This design comes from an exercise in tuning for small area, a short achievable clock period and few clock cycles on the open sky130 flow, not from production work. No run shown here included a check of the RTL's function; only the layout flow was run.

File: flow/run.sh
#!/bin/bash
# synth_recipe.tcl (not shown) runs the flow's synth.tcl, then flattens the netlist and writes it again
# the make line also repeats each setting of config.mk as NAME=value (left out here)
make -C /OpenROAD-flow-scripts/flow DESIGN_CONFIG=/design/flow/config.mk WORK_HOME=/design/flow/orfs CLKGATE_MAP_FILE= SYNTH_SCRIPT=/design/flow/synth_recipe.tcl finish
File: flow/config.mk
export PLATFORM = sky130hd
export DESIGN_NAME = RISC_SPM
export DESIGN_NICKNAME = RISC_SPM
export VERILOG_FILES = /design/flow/design.v
export SDC_FILE = /design/flow/constraint.sdc
export NUM_CORES = 4
export LEC_CHECK = 0
export ABC_AREA = 1
export CAP_MARGIN = 20
export CORE_MARGIN = 2
export CORE_UTILIZATION = 40
export SLEW_MARGIN = 20
File: flow/constraint.sdc
create_clock -name core_clock -period 5.0 [get_ports {clk}]
set_input_delay 1.0000 -clock core_clock [delete_from_list [all_inputs] [get_ports {clk}]]
set_output_delay 1.0000 -clock core_clock [all_outputs]
set_load 0.01 [all_outputs]
File: flow/design.v
module RISC_SPM (clk, rst, mem_rdata, mem_addr, mem_wdata, mem_we, halted);
  input        clk, rst;
  input  [7:0] mem_rdata;
  output [7:0] mem_addr, mem_wdata;
  output       mem_we;
  output       halted;
  reg [7:0] R0, R1, R2, R3;
  reg [7:0] PC, MA;
  reg [6:0] IR;           
  reg       sA, sD;       
  reg       Z;
  reg       halted;
  wire       sF  = ~sA & ~sD & ~halted;
  wire [2:0] iop = IR[6:4];
  wire [1:0] src = IR[3:2];
  wire [1:0] dst = IR[1:0];
  wire i_add = (iop == 3'd1);
  wire i_sub = (iop == 3'd2);
  wire i_and = (iop == 3'd3);
  wire i_not = (iop == 3'd4);
  wire ex    = sF & (i_add | i_sub | i_and | i_not);
  reg [7:0] opA, opB;
  always @* begin
    case (dst)
      2'd0: opA = R0; 2'd1: opA = R1; 2'd2: opA = R2; default: opA = R3;
    endcase
    case (src)
      2'd0: opB = R0; 2'd1: opB = R1; 2'd2: opB = R2; default: opB = R3;
    endcase
  end
  wire [7:0] bx = opB ^ {8{i_sub}};
  wire [7:0] p0 = opA ^ bx;
  wire [7:0] g0 = opA & bx;
  wire [8:0] G0 = {g0, i_sub}, P0 = {p0, 1'b0};
  wire [8:0] G1, P1, G2, P2, G3;
  genvar k;
  generate
    for (k = 0; k < 9; k = k + 1) begin : ks
      if (k >= 1) begin : a1
        assign G1[k] = G0[k] | P0[k] & G0[k-1]; assign P1[k] = P0[k] & P0[k-1];
      end else begin : b1
        assign G1[k] = G0[k]; assign P1[k] = P0[k];
      end
      if (k >= 2) begin : a2
        assign G2[k] = G1[k] | P1[k] & G1[k-2]; assign P2[k] = P1[k] & P1[k-2];
      end else begin : b2
        assign G2[k] = G1[k]; assign P2[k] = P1[k];
      end
      if (k >= 4) begin : a3
        assign G3[k] = G2[k] | P2[k] & G2[k-4];
      end else begin : b3
        assign G3[k] = G2[k];
      end
    end
  endgenerate
  wire [7:0] cin = G3[7:0];
  wire [7:0] sum = p0 ^ cin;
  reg [7:0] alu;
  always @* begin
    case (iop)
      3'd1, 3'd2: alu = sum;
      3'd3:       alu = opA & opB;
      default:    alu = ~opB;
    endcase
  end
  wire [7:0] axb  = opA ^ opB;
  wire [7:0] aob  = opA | opB;
  wire       zadd = ~|(axb ^ {aob[6:0], 1'b0});
  wire       zsub = ~|axb;
  wire       zand = ~|(opA & opB);
  wire       znot = &opB;
  reg        zt;
  always @* begin
    case (iop)
      3'd1:    zt = zadd;
      3'd2:    zt = zsub;
      3'd3:    zt = zand;
      default: zt = znot;
    endcase
  end
  wire Zn = ex ? zt : Z;
  wire [3:0] fo     = mem_rdata[7:4];
  wire       f_two  = ~fo[3] & fo[2] & (fo[1] | fo[0]);    
  wire       f_brz  = (fo == 4'd8);
  wire       f_halt = fo[3] & (|fo[2:0]);
  wire       f_skip = f_brz & ~Zn;
  wire d_rd = sD & (iop == 3'd5);
  wire d_wr = sD & (iop == 3'd6);
  wire d_br = sD & ~iop[2] | sD & iop[1] & iop[0];       
  wire [6:0] hi1 = PC[7:1] + 7'd1;
  wire [7:0] PC1 = {PC[0] ? hi1 : PC[7:1], ~PC[0]};
  wire [7:0] PC2 = {hi1, PC[0]};
  wire [3:0] wsel = 4'b1 << dst;
  wire [3:0] wa   = {4{ex}} & wsel;
  wire [3:0] wr   = {4{d_rd}} & wsel;
  always @(posedge clk or negedge rst)
    if (!rst) begin
      R0 <= 8'd0; R1 <= 8'd0; R2 <= 8'd0; R3 <= 8'd0;
    end else begin
      R0 <= wa[0] ? alu : wr[0] ? mem_rdata : R0;
      R1 <= wa[1] ? alu : wr[1] ? mem_rdata : R1;
      R2 <= wa[2] ? alu : wr[2] ? mem_rdata : R2;
      R3 <= wa[3] ? alu : wr[3] ? mem_rdata : R3;
    end
  always @(posedge clk or negedge rst)
    if (!rst) Z <= 1'b0;
    else if (ex) Z <= zt;
  always @(posedge clk or negedge rst)
    if (!rst) begin
      PC <= 8'd0; MA <= 8'd0; IR <= 7'd0;
      sA <= 1'b0; sD <= 1'b0; halted <= 1'b0;
    end else if (sF) begin
      IR <= {fo[2:0], mem_rdata[3:0]};
      if (f_halt) halted <= 1'b1;
      else begin
        MA <= f_skip ? PC2 : PC1;
        PC <= f_skip ? PC2 : PC1;
        sA <= f_two | f_brz & Zn;
      end
    end else if (sA) begin
      MA <= mem_rdata; PC <= PC1; sA <= 1'b0; sD <= 1'b1;
    end else if (sD) begin
      sD <= 1'b0;
      if (d_br) begin MA <= mem_rdata; PC <= mem_rdata; end
      else MA <= PC;
    end
  assign mem_addr  = MA;
  assign mem_wdata = opB;
  assign mem_we    = d_wr;
endmodule
==> impl_metrics.env, run 1 <==
export IMPL_status="finished clean"
export IMPL_synth_cells=697
export IMPL_grt_overflow=0
export IMPL_synth_seq_cells=59
export IMPL_stdcell_count=870
export IMPL_area_growth_pct=13.6
export IMPL_dp_cells=855
export IMPL_dieArea_um2=13000
export IMPL_grt_usage_pct=23.2
export IMPL_diodes=0
export IMPL_setup_ws_ps=1540
export IMPL_post_cts_resized=0
export IMPL_clockBufferDepth=2
export IMPL_async_reset_ff_share_pct=100
export IMPL_ys_top_cells_by_count="nand2_1 (163), nor2_1 (74), inv_1 (68)"
export IMPL_syn_cell_area_um2=4840
export IMPL_gp_congestion=0.923
export IMPL_htreeDepth=3
export IMPL_synth_edff_count=0
export IMPL_grt_pass1_vias=4483
export IMPL_clk_pin_slew_ps=50
export IMPL_finalCoreUtilization_pct=46.1
export IMPL_clock_latency_ps=330
export IMPL_ios=28
export IMPL_max_cap_violations=0
export IMPL_via_per_inst=5.52
export IMPL_hp_class="register to register"
export IMPL_setup_violations=0
export IMPL_hpwl_um=10900
export IMPL_cts_root_buffer="clkbuf_16"
export IMPL_synth_distinct_cells=41
export IMPL_ys_seq_area_share_pct=30.5
export IMPL_final_hold_viol_count=0
export IMPL_grt_antenna_before_repair=0
export IMPL_vias=4799
export IMPL_grt_max_degree=60
export IMPL_routed_wl_um=14400
export IMPL_initial_utilization_pct=40.6
export IMPL_core_area_um2=11900
export IMPL_worst_setup_path_type="register to register"
export IMPL_drcViolationCount=0
export IMPL_path_common_cell="inv_1"
export IMPL_cp_arrival_ps=3680
export IMPL_fin_crit_ps=3460
export IMPL_design_area_um2=5500
export IMPL_fmax_mhz=289
export IMPL_cts_hold_buf=0
export IMPL_ant_nets=0
export IMPL_post_route_period_util_pct=69.2
export IMPL_yosysMostFrequentCell="nand2_1"
export IMPL_finClkSkew_ps=7.06
export IMPL_die_h_um=114
export IMPL_critical_path_max_fanout=11
export IMPL_cp_slowest_stage_delay_ps=540
export IMPL_critPathLaunchType="register"
export IMPL_post_place_ws_ps=1640
export IMPL_port_buffers=27
export IMPL_clock_sinks=59
export IMPL_yosysWarnings=1
export IMPL_cp_slowest_cell="dfrtp_1"
export IMPL_cts_tree="built"
export IMPL_worstMarginPinSlew_ps=854
export IMPL_die_x_um=114
export IMPL_yosys_area_top_type="dfrtp_1"
export IMPL_synth_top_flop_cell="dfrtp_1"
export IMPL_critPathRequiredTime_ps=5210
export IMPL_wl_per_cell_um=16.5
export IMPL_report_final_slew_viol_count=0
export IMPL_crit_chain="inv_1 -> nor2_1 -> inv_1 -> o221ai_1 -> o21ai_0 -> inv_1 -> ha_1 -> nand2_1 -> inv_1 -> nor2_1 -> nand2_1 -> nor2_1 -> nand3_1 -> nand2_1 -> o21bai_4 -> nand2_8 -> nand2_8 -> nand2_2 -> nand3_2 -> a21oi_1"
export IMPL_fin_tns_setup_ps=0
export IMPL_cts_buffers=9
export IMPL_drive_gt1_share_pct=11.9
export IMPL_rows=40
export IMPL_drt_iter0_drc=385
export IMPL_whs_ps=498
export IMPL_yosys_top_cells_area="dfrtp_1 (31%), nand2_1 (13%), o21ai_0 (6.9%)"
export IMPL_max_slew_margin_pct=42.5
export IMPL_nets=752
export IMPL_yosysTopAreaCellShare_pct=30.5
export IMPL_drtPass1Iterations=5
export IMPL_avgSynthCellArea_um2=6.94
export IMPL_cp_end_kind="register"
export IMPL_rsz0062_at_grt="no"
export IMPL_placed_area_um2=5210
export IMPL_grt_pass1_wl_um=23400
export IMPL_cts_setup_buffers=0
export IMPL_syn_num_nets=730
-- state kept, by name (all words and copies together) (netlist names) --
signal  flops
PC          8
Z           1
MA          8
R1          8
R2          8
R3          8
IR          7
halted      1
sA          1
sD          1
R0          8
-- path summary, 6_finish.rpt --
path                                   start                end  slack, ps  cells after the start
max                        IR[0]$_DFFE_PN0P_  PC[2]$_DFFE_PN0P_       1540                     20
min                           sA$_DFFE_PN0N_     sD$_DFFE_PN0N_        500                      0
max reg2reg                IR[0]$_DFFE_PN0P_  PC[2]$_DFFE_PN0P_       1540                     20
min reg2reg                   sA$_DFFE_PN0N_     sD$_DFFE_PN0N_        500                      0
max in group asynchronous                rst  MA[5]$_DFFE_PN0P_       3640                      2
min in group asynchronous                rst  MA[4]$_DFFE_PN0P_        810                      2
-- routing by layer --
metal	GRT usage (%)	share of wire, %	up-vias
li1	-	-	2348
met1	32.7	47	2242
met2	35.4	44	180
met3	3.77	6.4	29
met4	9.51	3.0	0
met5	0	0	-
-- placed cells by master, fill, tap and decap left out, types with 3 or more instances in the layout --
master           count
nand2_1            163
nor2_1              74
inv_1               68
o21ai_0             67
dfrtp_1             59
nand3_1             45
a21oi_1             42
clkdlybuf4s50_1     26
ha_1                23
nand3_2             22
nand2_2             17
o211ai_1            17
inv_2               11
xor2_1              10
clkbuf_16            9
nor2_2               8
o21ai_1              7
a22oi_1              7
xnor2_1              5
a22o_1               4
buf_4                4
or2_1                3
o221ai_1             3
nor3_1               3
-- area by class of cell --
cell class,instances,area [um^2]
Clock buffer,10,229
Timing Repair Buffer,31,295
Tap cell,147,184
Sequential cell,59,1480
Multi-Input combinational cell,538,2960
Clock inverter,5,55.1
Fill cell,1188,6410
Inverter,80,300
-- worst max-delay path, delay by kind of cell, from the launching register on --
| family | cells | cell delay, ps |
|---|---|---|
| buffers and inverters | 4 | 480 |
| AO/OA/AOI/OAI | 4 | 660 |
| flip-flops | 1 | 540 |
| AND/OR/NAND/NOR | 11 | 1370 |
| adder cells (fa/ha/maj) | 1 | 280 |
-- kinds of logic (layout without fill, tap and decap cells) --
| group | Yosys count | count (layout) | share of synthesized area, % |
|---|---|---|---|
| AOI/OAI and AO/OA | 154 | 154 | 18.5 |
| xor gates and xnor gates | 15 | 15 | 2.72 |
| adders and majority gates | 23 | 23 | 5.95 |
| buffers and inverters | 100 | 126 | 8.35 |
| DFF | 59 | 59 | 30.5 |
| and+or+nand+nor | 346 | 346 | 33.9 |
==> run 2: changes to the inputs <==
--- a/flow/config.mk
+++ b/flow/config.mk
@@ -11,2 +11,3 @@
 export CORE_UTILIZATION = 40
+export SETUP_SLACK_MARGIN = 1.7
 export SLEW_MARGIN = 20
==> run 2 against run 1 <==
Compared with the run above: sequential cell count unchanged; first-iteration DRC count grew 27%; non-clock buffer count increased by 2; via count rose by 0.31%; register-to-register slack gained 410 ps; sequential share of layout area fell by 0.18 points; critical path depth fell by 14; clock skew about the same; synthesized cell count unchanged; highest routed layer unchanged.
==> impl_metrics.env, run 2 <==
export IMPL_setup_violations=0
export IMPL_finClkSkew_ps=7.47
export IMPL_layout_commonest_cell="nand2_1"
export IMPL_clockBufferDepth=2
export IMPL_area_growth_pct=14.7
export IMPL_routed_wl_um=14400
export IMPL_syn_cell_area_um2=4840
export IMPL_final_hold_viol_count=0
export IMPL_design_area_um2=5550
export IMPL_cp_end_kind="output port"
export IMPL_clk_pin_slew_ps=60
export IMPL_vias=4814
export IMPL_grt_usage_pct=23.2
export IMPL_cts_buffers=9
export IMPL_worst_setup_path_type="register to output port"
export IMPL_post_place_ws_ps=1640
export IMPL_setup_ws_ps=1900
export IMPL_cts_tree="built"
export IMPL_drtPass1Iterations=6
export IMPL_hp_class="register to register"
export IMPL_synth_top_flop_cell="dfrtp_1"
export IMPL_grt_antenna_before_repair=0
export IMPL_ys_top_cells_by_count="nand2_1 (163), nor2_1 (74), inv_1 (68)"
export IMPL_synth_edff_count=0
export IMPL_core_area_um2=11900
export IMPL_avgSynthCellArea_um2=6.94
export IMPL_yosysTopAreaCellShare_pct=30.5
export IMPL_htreeDepth=3
export IMPL_max_cap_violations=0
export IMPL_fin_tns_setup_ps=0
export IMPL_cts_root_buffer="clkbuf_16"
export IMPL_cp_arrival_ps=2100
export IMPL_cp_slowest_stage_delay_ps=560
export IMPL_yosys_top_cells_area="dfrtp_1 (31%), nand2_1 (13%), o21ai_0 (6.9%)"
export IMPL_rows=40
export IMPL_drt_iter0_drc=488
export IMPL_ios=28
export IMPL_port_buffers=27
export IMPL_yosysMostFrequentCell="nand2_1"
export IMPL_path_common_cell="nand2_1"
export IMPL_clock_sinks=59
export IMPL_grt_pass1_wl_um=23300
export IMPL_rsz0062_at_grt="no"
export IMPL_dieArea_um2=13000
export IMPL_cp_slowest_cell="clkdlybuf4s50_1"
export IMPL_wl_per_cell_um=16.6
export IMPL_die_h_um=114
export IMPL_hpwl_um=10900
export IMPL_critPathLaunchType="register"
export IMPL_fin_crit_ps=3100
export IMPL_crit_chain="nor2_4 -> nand2_1 -> nand3_1 -> nand2_1 -> inv_1 -> clkdlybuf4s50_1"
export IMPL_r2r_slack_ps=1950
export IMPL_critPathRequiredTime_ps=4000
export IMPL_initial_utilization_pct=40.6
export IMPL_gp_congestion=0.923
export IMPL_mostFrequentLayoutCells="nand2_1 (162), nor2_1 (73), inv_1 (68)"
export IMPL_worstMarginPinSlew_ps=907
export IMPL_ys_seq_area_share_pct=30.5
export IMPL_cts_hold_buf=0
export IMPL_ant_nets=0
export IMPL_async_reset_ff_share_pct=100
export IMPL_grt_pass1_vias=4483
export IMPL_post_route_period_util_pct=61.9
export IMPL_placed_area_um2=5210
export IMPL_fmax_mhz=323
export IMPL_grt_overflow=0
export IMPL_synth_seq_cells=59
export IMPL_die_x_um=114
export IMPL_synth_cells=697
export IMPL_report_final_slew_viol_count=0
export IMPL_nets=754
export IMPL_crit_buf_inv=2
export IMPL_yosys_area_top_type="dfrtp_1"
export IMPL_max_slew_margin_pct=38.9
export IMPL_diodes=0
export IMPL_grt_max_degree=60
export IMPL_syn_num_nets=730
export IMPL_clock_latency_ps=330
export IMPL_yosysWarnings=1
export IMPL_status="finished clean"
export IMPL_drive_gt1_share_pct=12.8
export IMPL_path_delay_family="buffers and inverters"
export IMPL_via_per_inst=5.52
export IMPL_synth_distinct_cells=41
export IMPL_critical_path_max_fanout=12
export IMPL_drcViolationCount=0
==> run 2: cell counts after synthesis <==
Identical to the previous run, type by type.
==> run 2: final timing paths <==
| kind | from | end | cells past startpoint |
|---|---|---|---|
| worst max-delay path | IR[3]$_DFFE_PN0P_ | mem_wdata[7] | 6 |
| min in group asynchronous | rst | MA[4]$_DFFE_PN0P_ | 2 |
| max in group asynchronous | rst | IR[2]$_DFFE_PN0P_ | 2 |
| worst min-delay path | sA$_DFFE_PN0N_ | sD$_DFFE_PN0N_ | 0 |
| worst min register to register | sA$_DFFE_PN0N_ | sD$_DFFE_PN0N_ | 0 |
| worst max register to register | sA$_DFFE_PN0N_ | R0[1]$_DFFE_PN0P_ | 10 |
==> run 2: kinds of logic after synthesis <==
family                   share of synthesized area, %
adder cells (fa/ha/maj)                          5.95
AO/OA/AOI/OAI                                    18.5
flip-flops                                       30.5
XOR/XNOR                                         2.72
buffers and inverters                            8.35
AND/OR/NAND/NOR                                  33.9
==> run 2: worst reg2reg max path, cell delays in order (launching register included) <==
cell	delay, ps
dfrtp_1	430
inv_2	310
nand2_1	160
nor2_2	90
buf_4	290
nand2_2	230
o21ai_0	400
nand2_1	500
inv_1	290
o211ai_1	150
o21ai_0	110
==> run 2: stage by stage <==
| step | std cells | util (%) | hold WS, ps |
|---|---|---|---|
| after floorplan | 697 | - | 458 |
| after global placement | 855 | 43.8 | 469 |
| after detailed placement | 855 | 43.8 | 482 |
| after CTS | 870 | 46.2 | 494 |
| after global routing | 872 | 46.6 | 507 |
| final | 872 | 46.6 | 492 |
==> run 2: what timing repair did <==
action,CTS,global route
buffers inserted,0,2
gates resized for setup,1,8
pin swaps,0,0
setup endpoints to repair,16,43
==> run 2: layer usage <==
| metal | global-route usage (%) | routed length, um | vias to the layer above | part of all wire (%) |
|---|---|---|---|---|
| li1 | - | - | 2355 | - |
| met1 | 32.7 | 6560 | 2255 | 45 |
| met2 | 35.7 | 6520 | 176 | 45 |
| met3 | 3.72 | 980 | 28 | 6.8 |
| met4 | 8.86 | 378 | 0 | 2.6 |
| met5 | 0 | 0 | - | 0 |
==> run 2: final cells by class <==
cell class	count	area, um^2
clock buffers	10	229
clock inverters	5	55.1
fillers	1177	6360
inverters	80	300
multi-input cells	538	2980
flip-flops and latches	59	1480
well taps	147	184
repair buffers	33	323
==> run 3: changes to the inputs <==
--- a/flow/config.mk
+++ b/flow/config.mk
@@ -11,3 +11,3 @@
 export CORE_UTILIZATION = 40
-export SETUP_SLACK_MARGIN = 1.7
+export SETUP_SLACK_MARGIN = 2.0
 export SLEW_MARGIN = 20
==> run 3 against run 2 <==
Compared with the run above: fmax is 5.9% higher; die area stayed put; critical endpoint is now mem_wdata[6]; non-clock buffer count is 20 higher; sequential share of layout area is 1.4 points lower; first-iteration DRC count is 22% higher; via count is 2.9% higher; count of clock-buffer cells in the layout stayed put; global-route usage is 0.15 points higher; routed wire length is 4.7% higher; still clean; setup slack better by 170 ps.
==> impl_metrics.env, run 3 <==
export IMPL_status="finished clean"
export IMPL_ys_seq_area_share_pct=30.5
export IMPL_gp_congestion=0.923
export IMPL_syn_cell_area_um2=4840
export IMPL_avgSynthCellArea_um2=6.94
export IMPL_cp_arrival_ps=1930
export IMPL_crit_chain="nor2_4 -> nand2_1 -> nand3_2 -> nand2_4 -> inv_1 -> clkdlybuf4s50_1"
export IMPL_final_hold_viol_count=0
export IMPL_via_per_inst=5.55
export IMPL_worst_setup_path_type="register to output port"
export IMPL_synth_top_flop_cell="dfrtp_1"
export IMPL_yosys_area_top_type="dfrtp_1"
export IMPL_post_route_period_util_pct=58.5
export IMPL_syn_num_nets=730
export IMPL_clk_pin_slew_ps=50
export IMPL_diodes=0
export IMPL_nets=775
export IMPL_clock_sinks=59
export IMPL_rows=40
export IMPL_wl_per_cell_um=16.9
export IMPL_ios=28
export IMPL_rsz0062_at_grt="yes"
export IMPL_critPathRequiredTime_ps=4000
export IMPL_port_buffers=27
export IMPL_fin_crit_ps=2930
export IMPL_worstMarginPinSlew_ps=820
export IMPL_cts_hold_buf=0
export IMPL_drcViolationCount=0
export IMPL_ys_top_cells_by_count="nand2_1 (163), nor2_1 (74), inv_1 (68)"
export IMPL_dieArea_um2=13000
export IMPL_cp_end_kind="output port"
export IMPL_synth_seq_cells=59
export IMPL_setup_violations=0
export IMPL_vias=4956
export IMPL_cp_slowest_cell="clkdlybuf4s50_1"
export IMPL_fin_tns_setup_ps=0
export IMPL_synth_edff_count=0
export IMPL_fmax_mhz=342
export IMPL_yosys_top_cells_area="dfrtp_1 (31%), nand2_1 (13%), o21ai_0 (6.9%)"
export IMPL_yosysWarnings=1
export IMPL_initial_utilization_pct=40.6
export IMPL_mostFrequentLayoutCells="nand2_1 (159), nor2_1 (72), inv_1 (65)"
export IMPL_async_reset_ff_share_pct=100
export IMPL_report_final_slew_viol_count=0
export IMPL_clock_latency_ps=340
export IMPL_synth_distinct_cells=41
export IMPL_max_cap_violations=0
export IMPL_clockBufferDepth=2
export IMPL_hpwl_um=10900
export IMPL_crit_buf_inv=2
export IMPL_die_h_um=114
export IMPL_yosysMostFrequentCell="nand2_1"
export IMPL_core_area_um2=11900
export IMPL_cts_buffers=9
export IMPL_max_slew_margin_pct=45.3
export IMPL_critPathLaunchType="register"
export IMPL_setup_ws_ps=2070
export IMPL_htreeDepth=3
export IMPL_grt_antenna_before_repair=0
export IMPL_drt_iter0_drc=593
export IMPL_area_growth_pct=21.0
export IMPL_layout_commonest_cell="nand2_1"
export IMPL_cts_tree="built"
export IMPL_path_delay_family="buffers and inverters"
export IMPL_grt_usage_pct=23.3
export IMPL_fillers=1144
export IMPL_die_x_um=114
export IMPL_cts_root_buffer="clkbuf_16"
export IMPL_routed_wl_um=15100
export IMPL_hp_class="register to register"
export IMPL_post_place_ws_ps=1640
export IMPL_cp_slowest_stage_delay_ps=540
export IMPL_grt_overflow=0
export IMPL_ant_nets=0
export IMPL_r2r_slack_ps=2130
export IMPL_drtPass1Iterations=5
export IMPL_yosysTopAreaCellShare_pct=30.5
export IMPL_grt_max_degree=60
export IMPL_grt_pass1_wl_um=23600
export IMPL_finClkSkew_ps=8.65
export IMPL_drive_gt1_share_pct=18.8
export IMPL_critical_path_max_fanout=8
export IMPL_synth_cells=697
export IMPL_grt_pass1_vias=4536
[run 3: area by class of cell]
| type | count | area, um^2 | area share [%] |
|---|---|---|---|
| clock inverter | 5 | 55.1 | 0.941 |
| inverter | 80 | 300 | 5.13 |
| multi-input combinational | 539 | 3110 | 53.2 |
| clock buffer | 10 | 229 | 3.91 |
| timing repair buffer | 53 | 488 | 8.34 |
| tap | 147 | 184 | 3.14 |
| sequential | 59 | 1480 | 25.3 |
[run 3: cell families (layout without fill, tap and decap cells)]
group | count (synthesis) | count (layout) | share of synthesized area, %
compound gates | 154 | 154 | 18.5
xor+xnor | 15 | 15 | 2.72
fa+ha+maj | 23 | 23 | 5.95
buf+inv | 100 | 148 | 8.35
flops | 59 | 59 | 30.5
simple gates | 346 | 347 | 33.9
[run 3: stage by stage]
step	hold WS (ps)	cells	utilization, %	cell area [um^2]
after floorplan	458	697	-	4840
after global placement	469	855	43.8	5210
after detailed placement	482	855	43.8	5210
after CTS	494	874	46.6	5550
after global routing	507	893	49.1	5850
final	486	893	49.1	5850
[run 3: metal layers]
metal / global-route usage [%] / vias up / share of wire, %
li1: - / 2394 / -
met3: 3.83 / 36 / 6.7
met1: 32.6 / 2303 / 45
met5: 0 / - / 0
met2: 36.0 / 223 / 45
met4: 9.27 / 0 / 3.1
[run 3: repair_timing]
| item | in CTS | in global routing |
|---|---|---|
| resized for setup | 11 | 41 |
| setup endpoints to repair | 51 | 53 |
| cloned | 0 | 1 |
| setup buffers | 4 | 18 |
| hold endpoints to repair | 0 | 0 |
| pin swaps | 1 | 5 |
[run 3: worst paths after layout]
check / startpoint / end / cells past startpoint
min in group asynchronous: rst / MA[4]$_DFFE_PN0P_ / 2
max in group asynchronous: rst / IR[2]$_DFFE_PN0P_ / 2
worst min-delay path: sA$_DFFE_PN0N_ / sD$_DFFE_PN0N_ / 0
worst max register to register: IR[0]$_DFFE_PN0P_ / PC[2]$_DFFE_PN0P_ / 20
worst max-delay path: IR[3]$_DFFE_PN0P_ / mem_wdata[6] / 6
worst min register to register: sA$_DFFE_PN0N_ / sD$_DFFE_PN0N_ / 0
==> run 4: changes to the inputs <==
--- a/flow/config.mk
+++ b/flow/config.mk
@@ -11,3 +11,3 @@
 export CORE_UTILIZATION = 40
-export SETUP_SLACK_MARGIN = 2.0
+export SETUP_SLACK_MARGIN = 2.2
 export SLEW_MARGIN = 20
==> run 4 against run 3 <==
Compared with the run above: synthesized cell count stayed put; die area stayed put; hold slack better by 5.4 ps; sequential share of layout area is 2.9 points lower; sequential cell count unchanged; count of clock-buffer cells in the layout unchanged; cell area increased by 13%; first-iteration DRC count shrank 2.9%.
==> impl_metrics.env, run 4 <==
export IMPL_ff2ff_path_depth=17
export IMPL_cp_end_kind="register"
export IMPL_critPathLaunch="IR[1]$_DFFE_PN0P_"
export IMPL_via_per_inst=5.66
export IMPL_synth_edff_count=0
export IMPL_nets=806
export IMPL_grt_usage_pct=24.0
export IMPL_die_x_um=114
export IMPL_crit_end="R3[4]$_DFFE_PN0P_"
export IMPL_setup_ws_ps=2220
export IMPL_cts_buffers=9
export IMPL_yosys_area_top_type="dfrtp_1"
export IMPL_ys_seq_area_share_pct=30.5
export IMPL_cts_root_buffer="clkbuf_16"
export IMPL_grt_max_degree=60
export IMPL_clock_latency_ps=340
export IMPL_rsz0062_at_grt="yes"
export IMPL_diodes=0
export IMPL_grt_overflow=0
export IMPL_r2r_slack_ps=2220
export IMPL_dieArea_um2=13000
export IMPL_rows=40
export IMPL_mostFrequentLayoutCells="nand2_1 (143), nor2_1 (65), dfrtp_1 (53)"
export IMPL_layout_area_seq_um2=1480
export IMPL_yosysMostFrequentCell="nand2_1"
export IMPL_async_reset_ff_share_pct=100
export IMPL_stdcell_count=924
export IMPL_critPathLaunchType="register"
export IMPL_reg2reg_from="IR[1]$_DFFE_PN0P_"
export IMPL_yosysTopAreaCellShare_pct=30.5
export IMPL_fin_crit_ps=2780
export IMPL_ant_nets=0
export IMPL_avgSynthCellArea_um2=6.94
export IMPL_cp_arrival_ps=3010
export IMPL_clock_sinks=59
export IMPL_fin_tns_setup_ps=0
export IMPL_syn_num_nets=730
export IMPL_drcViolationCount=0
export IMPL_synth_distinct_cells=41
export IMPL_synth_cells=697
export IMPL_wl_per_cell_um=18.1
export IMPL_worstMarginPinSlew_ps=804
export IMPL_htreeDepth=3
export IMPL_yosys_top_cells_area="dfrtp_1 (31%), nand2_1 (13%), o21ai_0 (6.9%)"
export IMPL_clk_pin_slew_ps=60
export IMPL_finClkSkew_ps=6.48
export IMPL_core_area_um2=11900
export IMPL_die_h_um=114
export IMPL_max_slew_margin_pct=46.4
export IMPL_routed_wl_um=16800
export IMPL_whs_ps=492
export IMPL_drtPass1Iterations=7
export IMPL_grt_pass1_vias=4654
export IMPL_grt_pass1_wl_um=24300
export IMPL_ys_top_cells_by_count="nand2_1 (163), nor2_1 (74), inv_1 (68)"
export IMPL_hp_class="register to register"
export IMPL_layout_commonest_cell="nand2_1"
export IMPL_gp_congestion=0.923
export IMPL_status="finished clean"
export IMPL_worst_setup_path_type="register to register"
export IMPL_cts_tree="built"
export IMPL_port_buffers=27
export IMPL_drt_iter0_drc=576
export IMPL_cts_hold_buf=0
export IMPL_report_final_slew_viol_count=0
export IMPL_setup_violations=0
export IMPL_synth_top_flop_cell="dfrtp_1"
export IMPL_multi_input_area_um2=3590
export IMPL_post_route_period_util_pct=55.7
export IMPL_max_cap_violations=0
export IMPL_grt_antenna_before_repair=0
export IMPL_final_hold_viol_count=0
export IMPL_fmax_mhz=359
export IMPL_initial_utilization_pct=40.6
export IMPL_syn_cell_area_um2=4840
export IMPL_crit_reg2reg_capture="R3[4]$_DFFE_PN0P_"
export IMPL_synth_seq_cells=59
export IMPL_finalCoreUtilization_pct=55.4
export IMPL_clockBufferDepth=2
export IMPL_area_growth_pct=36.5
export IMPL_critical_path_max_fanout=6
export IMPL_post_place_ws_ps=1640
export IMPL_dp_cells=855
export IMPL_yosysWarnings=1
export IMPL_vias=5226
export IMPL_fillers=1062
export IMPL_drive_gt1_share_pct=33.5
export IMPL_critPathRequiredTime_ps=5230
export IMPL_ios=28
export IMPL_hpwl_um=10900
==> run 4: cell counts after synthesis <==
Identical to the previous run, type by type.
==> run 4: kinds of logic after synthesis <==
logic type,share of synthesized area [%]
and+or+nand+nor,33.9
AOI/OAI and AO/OA,18.5
buffers and inverters,8.35
DFF,30.5
adders and majority gates,5.95
xor gates and xnor gates,2.72
==> run 4: layout make-up <==
| cell class | instances | area share (%) |
|---|---|---|
| multi-input combinational | 539 | 54.3 |
| sequential | 59 | 22.5 |
| timing repair buffer | 84 | 11.3 |
| inverter | 80 | 4.85 |
| clock buffer | 10 | 3.47 |
| tap | 147 | 2.79 |
| clock inverter | 5 | 0.834 |
==> run 4: metrics by stage <==
step,instance area [um^2]
after floorplan,4840
after global routing,6600
after detailed placement,5210
after CTS,5730
after global placement,5210
final,6600
==> run 4: how the worst min path moves through the flow <==
stage                                   end  cells past startpoint              start  slack, ps
after floorplan           R3[5]$_DFFE_PN0P_                      2  R3[5]$_DFFE_PN0P_        460
after global placement       sD$_DFFE_PN0N_                      0     sA$_DFFE_PN0N_        470
after detailed placement     sD$_DFFE_PN0N_                      0     sA$_DFFE_PN0N_        480
after CTS                    sD$_DFFE_PN0N_                      0     sA$_DFFE_PN0N_        490
after global routing         sD$_DFFE_PN0N_                      0     sA$_DFFE_PN0N_        510
final                        sD$_DFFE_PN0N_                      0     sA$_DFFE_PN0N_        490
==> run 4: worst max-delay path: stages (launching register included) <==
cell and delay [ps]:
dfrtp_2 500, clkbuf_2 210, o21ai_0 150, nand3_2 140, nand2_2 120, inv_2 50, buf_4 140, ha_4 260
nand2_1 60, o21ai_2 180, nand2_1 90, nand2_1 80, a21oi_2 60, or2_1 270, nand3_4 130, nand3_2 90
nand2_1 100, nand2_1 50
==> run 4: layer usage <==
layer / global-route usage, % / part of all wire (%) / vias to the layer above
li1: - / - / 2452
met1: 33.2 / 43 / 2469
met2: 36.7 / 47 / 255
met3: 4.36 / 6.5 / 50
met4: 10.7 / 3.8 / 0
met5: 0 / 0 / -
==> run 4: timing repair <==
item | CTS | global route
pin swaps | 7 | 47
gates cloned | 0 | 1
buffers inserted | 17 | 36
gates resized for setup | 39 | 157
setup endpoints to repair | 58 | 53
==> run 5: changes to the inputs <==
--- a/flow/config.mk
+++ b/flow/config.mk
@@ -7,3 +7,3 @@
 export LEC_CHECK = 0
-export ABC_AREA = 1
+export ABC_CLOCK_PERIOD_IN_PS = 2200
 export CAP_MARGIN = 20
@@ -11,3 +11,3 @@
 export CORE_UTILIZATION = 40
-export SETUP_SLACK_MARGIN = 2.2
+export SETUP_SLACK_MARGIN = 2.5
 export SLEW_MARGIN = 20
==> run 5 against run 4 <==
Compared with the run above: sequential cell count did not move; non-clock buffer count increased by 12; global-route usage grew 1.5 points; utilization is 4.0 points higher; cell area rose by 3.7%; critical path depth is 7 lower; hold slack got worse by 6.8 ps; synthesized cell count down 19%; critical endpoint is now MA[1]$_DFFE_PN0P_.
==> impl_metrics.env, run 5 <==
export IMPL_cts_hold_buf=0
export IMPL_ys_top_cells_by_count="nand2_1 (90), nor2_1 (60), dfrtp_1 (59)"
export IMPL_cts_buffers=9
export IMPL_mostFrequentLayoutCells="nand2_1 (86), nor2_1 (54), dfrtp_1 (53)"
export IMPL_avgSynthCellArea_um2=8.40
export IMPL_vias=4776
export IMPL_clock_latency_ps=330
export IMPL_ios=28
export IMPL_routed_wl_um=16000
export IMPL_reg2reg_from="IR[2]$_DFFE_PN0P_"
export IMPL_cp_end_kind="register"
export IMPL_yosysTopAreaCellShare_pct=30.9
export IMPL_clock_sinks=59
export IMPL_rows=39
export IMPL_critPathRequiredTime_ps=5260
export IMPL_dieArea_um2=12800
export IMPL_cts_root_buffer="clkbuf_16"
export IMPL_synth_seq_cells=59
export IMPL_synth_cells=568
export IMPL_setup_violations=0
export IMPL_max_cap_violations=0
export IMPL_hpwl_um=10500
export IMPL_post_route_period_util_pct=65.0
export IMPL_synth_top_flop_cell="dfrtp_1"
export IMPL_die_x_um=113
export IMPL_critPathLaunch="IR[2]$_DFFE_PN0P_"
export IMPL_crit_reg2reg_capture="MA[1]$_DFFE_PN0P_"
export IMPL_critical_path_max_fanout=5
export IMPL_drtPass1Iterations=16
export IMPL_fillers=945
export IMPL_grt_pass1_wl_um=26000
export IMPL_yosys_area_top_type="dfrtp_1"
export IMPL_worst_setup_path_type="register to register"
export IMPL_grt_overflow=0
export IMPL_drt_iter0_drc=472
export IMPL_synth_edff_count=0
export IMPL_port_buffers=27
export IMPL_layout_area_seq_um2=1490
export IMPL_fin_crit_ps=3250
export IMPL_async_reset_ff_share_pct=100
export IMPL_dp_cells=708
export IMPL_stdcell_count=787
export IMPL_initial_utilization_pct=41.4
export IMPL_grt_pass1_vias=4967
export IMPL_rsz0062_at_grt="yes"
export IMPL_diodes=0
export IMPL_synth_distinct_cells=63
export IMPL_cts_tree="built"
export IMPL_hp_class="register to register"
export IMPL_syn_num_nets=601
export IMPL_status="finished clean"
export IMPL_final_hold_viol_count=0
export IMPL_gp_congestion=0.917
export IMPL_fin_tns_setup_ps=0
export IMPL_clockBufferDepth=2
export IMPL_wl_per_cell_um=20.3
export IMPL_ff2ff_path_depth=10
export IMPL_die_h_um=113
export IMPL_crit_end="MA[1]$_DFFE_PN0P_"
export IMPL_grt_max_degree=60
export IMPL_cp_arrival_ps=3510
export IMPL_worstMarginPinSlew_ps=988
export IMPL_multi_input_area_um2=3860
export IMPL_via_per_inst=6.07
export IMPL_report_final_slew_viol_count=0
export IMPL_syn_cell_area_um2=4770
export IMPL_area_growth_pct=43.5
export IMPL_r2r_slack_ps=1750
export IMPL_fmax_mhz=308
export IMPL_grt_usage_pct=25.5
export IMPL_drive_gt1_share_pct=35.9
export IMPL_yosysMostFrequentCell="nand2_1"
export IMPL_yosys_top_cells_area="dfrtp_1 (31%), mux4_2 (7.6%), nand2_1 (7.1%)"
export IMPL_core_area_um2=11500
export IMPL_nets=672
export IMPL_drcViolationCount=0
export IMPL_finClkSkew_ps=5.63
export IMPL_ys_seq_area_share_pct=30.9
export IMPL_htreeDepth=3
export IMPL_max_slew_margin_pct=33.6
export IMPL_clk_pin_slew_ps=60
export IMPL_layout_commonest_cell="nand2_1"
export IMPL_critPathLaunchType="register"
export IMPL_ant_nets=0
export IMPL_yosysWarnings=1
export IMPL_grt_antenna_before_repair=0
## run 5: final cells by class
| cell class | instances | share of cell area [%] |
|---|---|---|
| sequential | 59 | 21.8 |
| tap | 143 | 2.61 |
| clock inverter | 7 | 1.35 |
| clock buffer | 9 | 3.29 |
| timing repair buffer | 96 | 13.5 |
| inverter | 20 | 1.15 |
| multi-input combinational | 453 | 56.3 |
## run 5: cells by family after synthesis
family	after synthesis	share of synthesized area [%]
XOR/XNOR	32	5.87
multiplexers	30	10.6
adder cells (fa/ha/maj)	23	6.03
AO/OA/AOI/OAI	136	19.1
AND/OR/NAND/NOR	232	22.4
buffers and inverters	56	4.90
flip-flops	59	30.9
## run 5: worst min-delay path by stage
stage	startpoint	end	slack, ps	cells after the start
6_report	MA[0]$_DFFE_PN0P_	MA[0]$_DFFE_PN0P_	480	2
5_1_grt	R1[0]$_DFFE_PN0P_	R1[0]$_DFFE_PN0P_	520	2
4_1_cts	MA[0]$_DFFE_PN0P_	MA[0]$_DFFE_PN0P_	480	2
3_5_place_dp	MA[0]$_DFFE_PN0P_	MA[0]$_DFFE_PN0P_	470	2
3_3_place_gp	MA[0]$_DFFE_PN0P_	MA[0]$_DFFE_PN0P_	470	2
2_1_floorplan	R2[0]$_DFFE_PN0P_	R2[0]$_DFFE_PN0P_	460	2
## run 5: layer usage
metal / GRT usage, % / routed length, um / vias to the layer above
li1: - / - / 2217
met1: 33.7 / 6630 / 2340
met2: 42.3 / 7950 / 178
met3: 3.27 / 888 / 41
met4: 11.1 / 521 / 0
met5: 0 / 0 / -
## run 5: metrics by stage
step	instance area, um^2	setup WS (ps)	hold slack, ps	utilization, %
2_1_floorplan	5010	1910	460	-
3_3_place_gp	5300	818	473	46.0
3_5_place_dp	5300	739	471	46.0
4_1_cts	6430	1780	483	55.9
5_1_grt	6850	1610	522	59.5
6_report	6850	1750	485	59.5
## run 5: critical path, cell delays in order (launching register included)
cell and delay [ps]:
dfrtp_4 480, mux4_2 610, ha_4 280, or4b_4 500
nor4_4 150, a2111o_1 210, o21ai_4 100, buf_12 180
mux2_4 260, mux2_4 250, a31oi_1 150
## run 5: timing repair
item / 4_1_cts / 5_1_grt
resized for setup: 123 / 67
pin swaps: 37 / 41
endpoints found under the setup margin: 59 / 58
setup buffers: 46 / 17

-- afterwards: timing with drivers on the ports --
How much do the figures lean on ideal ports? The routed layouts below were timed once more, with nothing changed but the port constraints. Step 1, drivers: a clkbuf_16 drives clk and a buf_2 each remaining input, both assumed. Step 2, shift: input delay + t, output delay - t, t = (earliest + latest rising clock arrival at the registers) / 2. This alone moves slack from input paths to output paths. a / b / c = ideal / step 1 / step 2; a / b = the first two.
run | t (ns) | slack for setup (ns) | pins driven straight from the clock port
run 1 | 0.369 | 1.538 / 1.538 / 1.538 | 1
run 2 | 0.370 | 1.903 / 1.863 / 1.950 | 1
run 3 | 0.376 | 2.075 / 2.034 / 1.929 | 1
run 4 | 0.372 | 2.216 / 2.185 / 2.025 | 1
run 5 | 0.368 | 1.751 / 1.751 / 1.458 | 1
After both steps every run listed still meets setup and hold. The setup slack of run 5, which loses most, moves by 0.000 ns with the drivers and by -0.293 ns with both steps.
